Background: an optimization exercise with open tools, aiming at small area and a short achievable clock period. Do not read the settings as production practice.
RTL that was checked went through simulation tests only; none was proved equivalent to the original.
No activity file was given, so power comes from the tool's default toggle rates.

// ks_add
module ks_add #(
    parameter N = 64
)
(
    input  logic         clk,
    input  logic         rstn_,
    input  logic         en,
    input  logic [N-1:0] a,
    input  logic [N-1:0] b,
    output logic [N-1:0] out
);
    logic [5:0] c_reg;                   
    logic [5:0] c_nxt;                   
    logic [N-1:0] d;                       
    logic [N-1:0] gx, tx;                  
    logic ld, hd;                          
    assign ld = rstn_ & en;
    assign hd = rstn_ & !en;
    ks_gt #(.W(N)) u_gt (.a(a), .b(b), .g(gx), .t(tx));
    ks_chunk10_first u_chunk0 (
        .g(gx[9:0]),
        .t(tx[9:0]),
        .q(out[9:0]),
        .ld(ld),
        .hd(hd),
        .d(d[9:0]),
        .en(en),
        .cq(c_reg[0]),
        .cd(c_nxt[0])
    );
    ks_chunk9 u_chunk1 (
        .g(gx[18:10]),
        .t(tx[18:10]),
        .cin(c_reg[0]),
        .q(out[18:10]),
        .ld(ld),
        .hd(hd),
        .d(d[18:10]),
        .en(en),
        .cq(c_reg[1]),
        .cd(c_nxt[1])
    );
    ks_chunk9 u_chunk2 (
        .g(gx[27:19]),
        .t(tx[27:19]),
        .cin(c_reg[1]),
        .q(out[27:19]),
        .ld(ld),
        .hd(hd),
        .d(d[27:19]),
  ...
For scale: ~810 cells after synthesis, ~70 flip-flops, about 200 I/O pins, about 4800 sq um of cells after synthesis.
clock: 2.0 ns
lec_check: 0
abc_area: 1
cap_margin: 20
core_margin: 2
core_utilization: 45
place_density: 0.7
slew_margin: 20
synth_hierarchical: 1
synth_minimum_keep_size: 0
standard.sh (not shown) runs the stock make flow with config.mk's settings and CLKGATE_MAP_FILE= SYNTH_SCRIPT=/design/flow/synth_recipe.tcl, a recipe that flattens the netlist after the stock synthesis.
==> flow/flow/run.sh <==
#!/bin/bash
# The standard layout, except that the input and output ports get the
# smallest buffer cell instead of the one buffer_ports picks by itself.
set -euo pipefail
export BUFFER_PORTS_ARGS="-buffer_cell sky130_fd_sc_hd__buf_1"
bash standard.sh finish > standard_flow.log 2>&1
The starting point ran to the end with no violations.
Rerun with:
Settings changed: SETUP_SLACK_MARGIN set to 0.7.
Result: Wire length barely changes. Core utilization increases by 0.85 points. Setup slack gets better by 0.052 ns. Combinational power hardly moves. Via count increases by 0.57%.
Rerun with:
Settings changed: CAP_MARGIN 20 to 5, SLEW_MARGIN 20 to 5.
Result: Fmax is unchanged; synthesized cell count stays the same; die area is unchanged; critical path depth is unchanged; sequential power stays flat; hold slack is unchanged; first-iteration DRC count does not change; design area does not change; utilization does not change; worst setup slack stays the same.
Rerun with:
Settings changed: CAP_MARGIN 5 to 20, SETUP_SLACK_MARGIN 0.7 to 0.66, SLEW_MARGIN 5 to 20.
After rerunning: Clock power barely changes; final area came out lower by 1.1%; global-route usage decreases by 0.47 points; synthesized area does not change; worst hold slack improves by 0.011 ns; die area stays the same; cell count does not change; utilization drops by 0.65 points; routed wire length hardly moves.

Setup of red:
The RTL this note starts from:
==> flow/design.v <==
module pg_0 (
    input logic a,
    input logic b,
    output logic p,
    output logic g
);
assign p = a ^ b;
assign g = a & b;
endmodule
module pg_1plus (
    input logic pi_cur,
    input logic gi_cur,
    input logic pi_prev,
    input logic gi_prev,
    output logic pout,
    output logic gout
);
assign pout = pi_cur & pi_prev;
assign gout = gi_cur | (pi_cur & gi_prev);
endmodule
module ks_add #(
    parameter N = 64
)
(
    input  logic         clk,
    input  logic         rstn_,
    input  logic         en,
    input  logic [N-1:0] a,
    input  logic [N-1:0] b,
    output logic [N-1:0] out
);
    localparam int K = 7;                  
    localparam int W = N / K;              
    localparam int R = N - W * K;          
    localparam int L = 4;                  
    function automatic int lo_bit(input int k);
        lo_bit = k * W + ((k < R) ? k : R);
    endfunction
    logic [K-2:0] c_reg;                   
    logic [K-2:0] c_nxt;
    logic [N-1:0] s_nxt;
    genvar k, l, i;
    generate
        for (k = 0; k < K; k++) begin : chunk
            localparam int LO = lo_bit(k);
            localparam int M = lo_bit(k + 1) - LO;    
            logic [M-1:0] p, g;
            logic [M-1:0] gp [0:L];                    
            logic [M-1:0] pp [0:L];                    
            logic [M-1:0] c;                           
            logic         cin;
            assign p = a[LO+M-1:LO] ^ b[LO+M-1:LO];
            assign g = a[LO+M-1:LO] & b[LO+M-1:LO];
            assign gp[0] = g;
            assign pp[0] = p;
            for (l = 0; l < L; l++) begin : lvl
                for (i = 0; i < M; i++) begin : bit_
                    if ((i >> l) & 1) begin : comb
                        localparam int J = ((i >> l) << l) - 1;    
                        assign gp[l+1][i] = gp[l][i] | (pp[l][i] & gp[l][J]);
                        assign pp[l+1][i] = pp[l][i] & pp[l][J];
                    end else begin : pass
                        assign gp[l+1][i] = gp[l][i];
                        assign pp[l+1][i] = pp[l][i];
                    end
                end
            end
            if (k == 0) begin : first
                assign cin = 1'b0;
            end else begin : rest
                assign cin = c_reg[k-1];
            end
            assign c[0] = cin;
            for (i = 1; i < M; i++) begin : carry
                assign c[i] = gp[L][i-1] | (pp[L][i-1] & cin);
            end
            assign s_nxt[LO+M-1:LO] = p ^ c;
            if (k < K - 1) begin : cout
                assign c_nxt[k] = gp[L][M-1] | (pp[L][M-1] & cin);
            end
        end
    endgenerate
    always_ff @(posedge clk) begin
        if (!rstn_) begin
            out <= '0;
        end else if (en) begin
            out <= s_nxt;
        end
    end
    always_ff @(posedge clk) begin
        if (en) begin
            c_reg <= c_nxt;
        end
    end
endmodule
export LEC_CHECK = 0
export ABC_CLOCK_PERIOD_IN_PS = 700
export CAP_MARGIN = 20
export CORE_MARGIN = 2
export CORE_UTILIZATION = 40
export SLEW_MARGIN = 20
create_clock -name core_clock -period 2.0 [get_ports {clk}]
Scripts as last shown in full above: flow/flow/run.sh
| red | all stages done | FAIL | setup timing |
Setup changes, red to blue
- a deleted ABC_CLOCK_PERIOD_IN_PS that had been 700
==> flow/run.sh (new file) <==
#!/bin/bash
# synth_recipe.tcl (not shown) runs the flow's synth.tcl, then flattens the netlist and writes it again
# the make line also repeats each setting of config.mk as NAME=value (left out here)
make -C /OpenROAD-flow-scripts/flow DESIGN_CONFIG=/design/flow/config.mk WORK_HOME=/design/flow/orfs CLKGATE_MAP_FILE= SYNTH_SCRIPT=/design/flow/synth_recipe.tcl finish
removed: flow/flow/run.sh
removed: flow/standard.sh
Results
In the reports for blue and red, the larger clock buffer count in the final layout belongs to red.
red → blue: share of power burned in combinational logic moved up; post-placement cell count grew by about 5%; worst setup slack up 0.011 ns; post-detailed-placement cell area increased by 1600 um^2 relative to the old numbers.
Between blue and red, worst hold slack is higher for red, blue comes in under that.
Proportion of power drawn by the clock network, blue and red: larger value in red
blue finished every stage; the final checks, however, were not passed, the failures being setup timing.
Layout filler cell count went down by more than 10% going from red to blue.
Delta (blue minus red): final cell count picked up an extra 49; total power picked up an extra 13%.
No functional check of the RTL was part of any run of this note.

ks_add, a different RTL version from the one above (not shown whole).
Size: ~70 flip-flops, roughly 0.0048 mm² of cells after synthesis.
Design ks_add, start of the top module:
module ks_add #(
    parameter N = 64
)
(
    input  logic         clk,
    input  logic         rstn_,
    input  logic         en,
    input  logic [N-1:0] a,
    input  logic [N-1:0] b,
    output logic [N-1:0] out
);
Settings: LEC_CHECK=0, ABC_AREA=1, CAP_MARGIN=20, CORE_MARGIN=2, CORE_UTILIZATION=45, SETUP_SLACK_MARGIN=0.75, SLEW_MARGIN=20, SYNTH_HIERARCHICAL=1, SYNTH_MINIMUM_KEEP_SIZE=0; clock period 2.0 ns.
==> flow/flow/run.sh <==
#!/bin/bash
# The standard layout, except that the input and output ports get the
# smallest buffer cell instead of the one buffer_ports picks by itself.
set -euo pipefail
export BUFFER_PORTS_ARGS="-buffer_cell sky130_fd_sc_hd__buf_1"
bash standard.sh finish > standard_flow.log 2>&1
The first run finished clean.
Next try:
Settings changed: SETUP_SLACK_MARGIN 0.75 to 0.6.
Outcome:
- cell count goes down slightly
- wire length goes down by a few percent
- worst setup slack is worse by 0.066 ns
- sequential share of layout area goes up by 1.9 points
Next try:
Settings changed: CTS_BUF_LIST set to sky130_fd_sc_hd__clkbuf_4, SETUP_SLACK_MARGIN 0.6 to 0.7.
Effect: Die area stays the same. Setup slack is better by 0.0042 ns. Combinational power grows by a quarter to a third.

## run A
ks_add again, from the RTL that the note above started with.
// ks_add
module ks_add #(
    parameter N = 64
)
(
    input  logic         clk,
    input  logic         rstn_,
    input  logic         en,
    input  logic [N-1:0] a,
    input  logic [N-1:0] b,
    output logic [N-1:0] out
);
export LEC_CHECK = 0
export ABC_AREA = 1
export CAP_MARGIN = 20
export CORE_MARGIN = 2
export CORE_UTILIZATION = 45
export SETUP_SLACK_MARGIN = 0.7
export SLEW_MARGIN = 20
export SYNTH_HIERARCHICAL = 1
export SYNTH_MINIMUM_KEEP_SIZE = 0
create_clock -name core_clock -period 2.0 [get_ports {clk}]
Scripts as last shown in full above: flow/flow/run.sh
Here is what was changed in the inputs of run B compared with run A.
Settings: CORE_UTILIZATION: 45 -> 50.
Findings:
- Cell area: run B higher than run A
- Via count delta (run A -> run B): insignificant
- Re relative slew slack: run B and run A aren't equal, and the higher value belongs to run B.
- Delta (run B minus run A): total power grew by about 6%; maximum clock skew at final layout grew by 0.0033 ns; chip width shrank by about 5%.
- There was hardly any difference in sequential share of layout area between run A and run B.
- STATUS total routed wirelength: run B wins against run A
- Taking run A as the reference, in run B number of instances resized during post-cts repair picked up an extra 1, layout buffer count excluding clock buffers lost 5.
[inputs] run C vs run B
Settings: SETUP_SLACK_MARGIN removed (was 0.7); CORE_UTILIZATION changed from 50 to 45.
diff --git a/flow/flow/run.sh b/flow/flow/run.sh
--- a/flow/flow/run.sh
+++ b/flow/flow/run.sh
@@ -5 +5 @@
-export BUFFER_PORTS_ARGS="-buffer_cell sky130_fd_sc_hd__buf_1"
+export BUFFER_PORTS_ARGS="-buffer_cell sky130_fd_sc_hd__buf_2"
[summary]
Going from run B to run C, required time of the critical path grows by 0.50 ns.
Changes observed in run C relative to run B: routing usage on met3 -1.2 points, wire length of the first global-routing pass +410 microns, pre-CTS setup slack -0.072 ns, part of the power in combinational logic -0.5 points.
Between run B and run C, switching fraction of total power decreased.
Run C and run B ended up with roughly the same final instance area.
Run C vs. run B: count of clock-buffer cells in the layout went down by 1.
Run C finished all stages; the layout is clean.
Compared with run B, in run C floorplan die width climbed about 5%; power after layout increased by 0.83% relative to the old numbers; transition time at the pin with the least slew margin climbed 0.092 ns.
--- input diff run C..run D ---
Settings: setting SETUP_SLACK_MARGIN to 0.8 for the first time.
diff --git a/flow/flow/run.sh b/flow/flow/run.sh
--- a/flow/flow/run.sh
+++ b/flow/flow/run.sh
@@ -5 +5 @@
-export BUFFER_PORTS_ARGS="-buffer_cell sky130_fd_sc_hd__buf_2"
+export BUFFER_PORTS_ARGS="-buffer_cell sky130_fd_sc_hd__buf_1"
--- outcome ---
Across run D and run C, none had a timing, DRC or antenna violation. Post-detailed-placement cell area went up by a few percent going from run C to run D. Run D gives less clock share of power than run C did. Summary of run D over run C: number of buffer and inverter instances along the worst setup path higher, non-clock buffer count +12%, final worst-path setup slack up 0.064 ns, global-route wire length before repair rose 6.8%. On design area, the lower figure sits with run C, not run D. Run D contains more vias than run C. Looking at final period demand of the worst path across both flows, run D is the stronger of the two, with run C trailing. Row routed via count divided by cell count: run D higher / run C lower. Run D ended with more met2 layer wire length in the routed design than run C.
Relative to run D, the following input files were edited for run E:
Settings: changing SETUP_SLACK_MARGIN from 0.8 to 0.7; setting PLACE_DENSITY to 0.7 for the first time.
Notes after the runs:
- Run comparison: run E worst setup path endpoint out[9]; run D worst setup path endpoint out[55]
- Between run D and run E, number of cells on the worst hold path increased.
- Comparing run D and run E, the lower vias after detailed routing is on run E.
- Taking run D as the reference point, the count of buffer and inverter cells on the critical path of run E falls by 1.
--- input diff run E..run F ---
Settings: PLACE_DENSITY no longer set, was 0.7; CORE_UTILIZATION now 35, was 45; SETUP_SLACK_MARGIN no longer set, was 0.7.
Notes after the runs:
- Taking run E as the reference, in run F count of clock-buffer cells in the layout climbed 3; filler cell count +34%; final hold slack now larger; total power increased 12%.
- A critical path class of reg2out is what run E shows, while reg2reg belongs to run F.
- Run E vs run F, slowest cell on the critical path: sky130_fd_sc_hd__dfxtp_1 vs sky130_fd_sc_hd__edfxtp_1

==> re-timing with driven ports <==
In the flow no input, the clock included, has a driving cell. The finished layouts below were timed again as built, in two steps. Step 1, drivers: a clkbuf_16 drives clk and a buf_2 each remaining input, both assumed. Step 2 moves the port delays by t, midway between the first and last clock arrival at a register: inputs arrive t later, outputs are due t later. That takes back most of the time a late clock gives input paths. Three values: ideal, step 1, step 2; two values: the first two.
run	t, ns	slack for setup (ns)	hold slack, ns	latest minus earliest clock arrival (ns)	worst slew at a driven data input, ns
the first run of note 1	0.357	0.696 / 0.688 / 0.352	0.349 / 0.337 / 0.447	0.014 / 0.013	0.05
the second run of note 1	0.367	0.747 / 0.716 / 0.446	0.338 / 0.326 / 0.450	0.012 / 0.013	0.06
the third run of note 1	0.367	0.747 / 0.716 / 0.446	0.338 / 0.326 / 0.450	0.012 / 0.013	0.06
the fourth run of note 1	0.358	0.714 / 0.682 / 0.420	0.348 / 0.337 / 0.447	0.013 / 0.014	0.05
red	0.366	-0.141 / -0.137 / -0.504	0.413 / 0.421 / 0.450	0.009 / 0.009	0.06
blue	0.372	-0.130 / -0.123 / -0.495	0.380 / 0.368 / 0.453	0.005 / 0.006	0.07
the first run of note 3	0.394	0.767 / 0.735 / 0.411	0.354 / 0.342 / 0.440	0.011 / 0.011	0.06
the second run of note 3	0.383	0.701 / 0.667 / 0.336	0.336 / 0.322 / 0.440	0.010 / 0.010	0.05
the third run of note 3	0.449	0.705 / 0.675 / 0.380	0.276 / 0.268 / 0.451	0.015 / 0.015	0.06
run A	0.374	0.739 / 0.706 / 0.444	0.345 / 0.334 / 0.439	0.012 / 0.011	0.06
run B	0.378	0.739 / 0.708 / 0.414	0.354 / 0.346 / 0.443	0.013 / 0.013	0.08
run C	0.365	0.699 / 0.699 / 0.352	0.351 / 0.340 / 0.439	0.007 / 0.007	0.05
run D	0.376	0.763 / 0.760 / 0.455	0.390 / 0.381 / 0.448	0.011 / 0.011	0.06
run E	0.356	0.748 / 0.716 / 0.459	0.335 / 0.324 / 0.445	0.018 / 0.019	0.04
run F	0.370	0.685 / 0.685 / 0.369	0.349 / 0.331 / 0.441	0.007 / 0.008	0.05
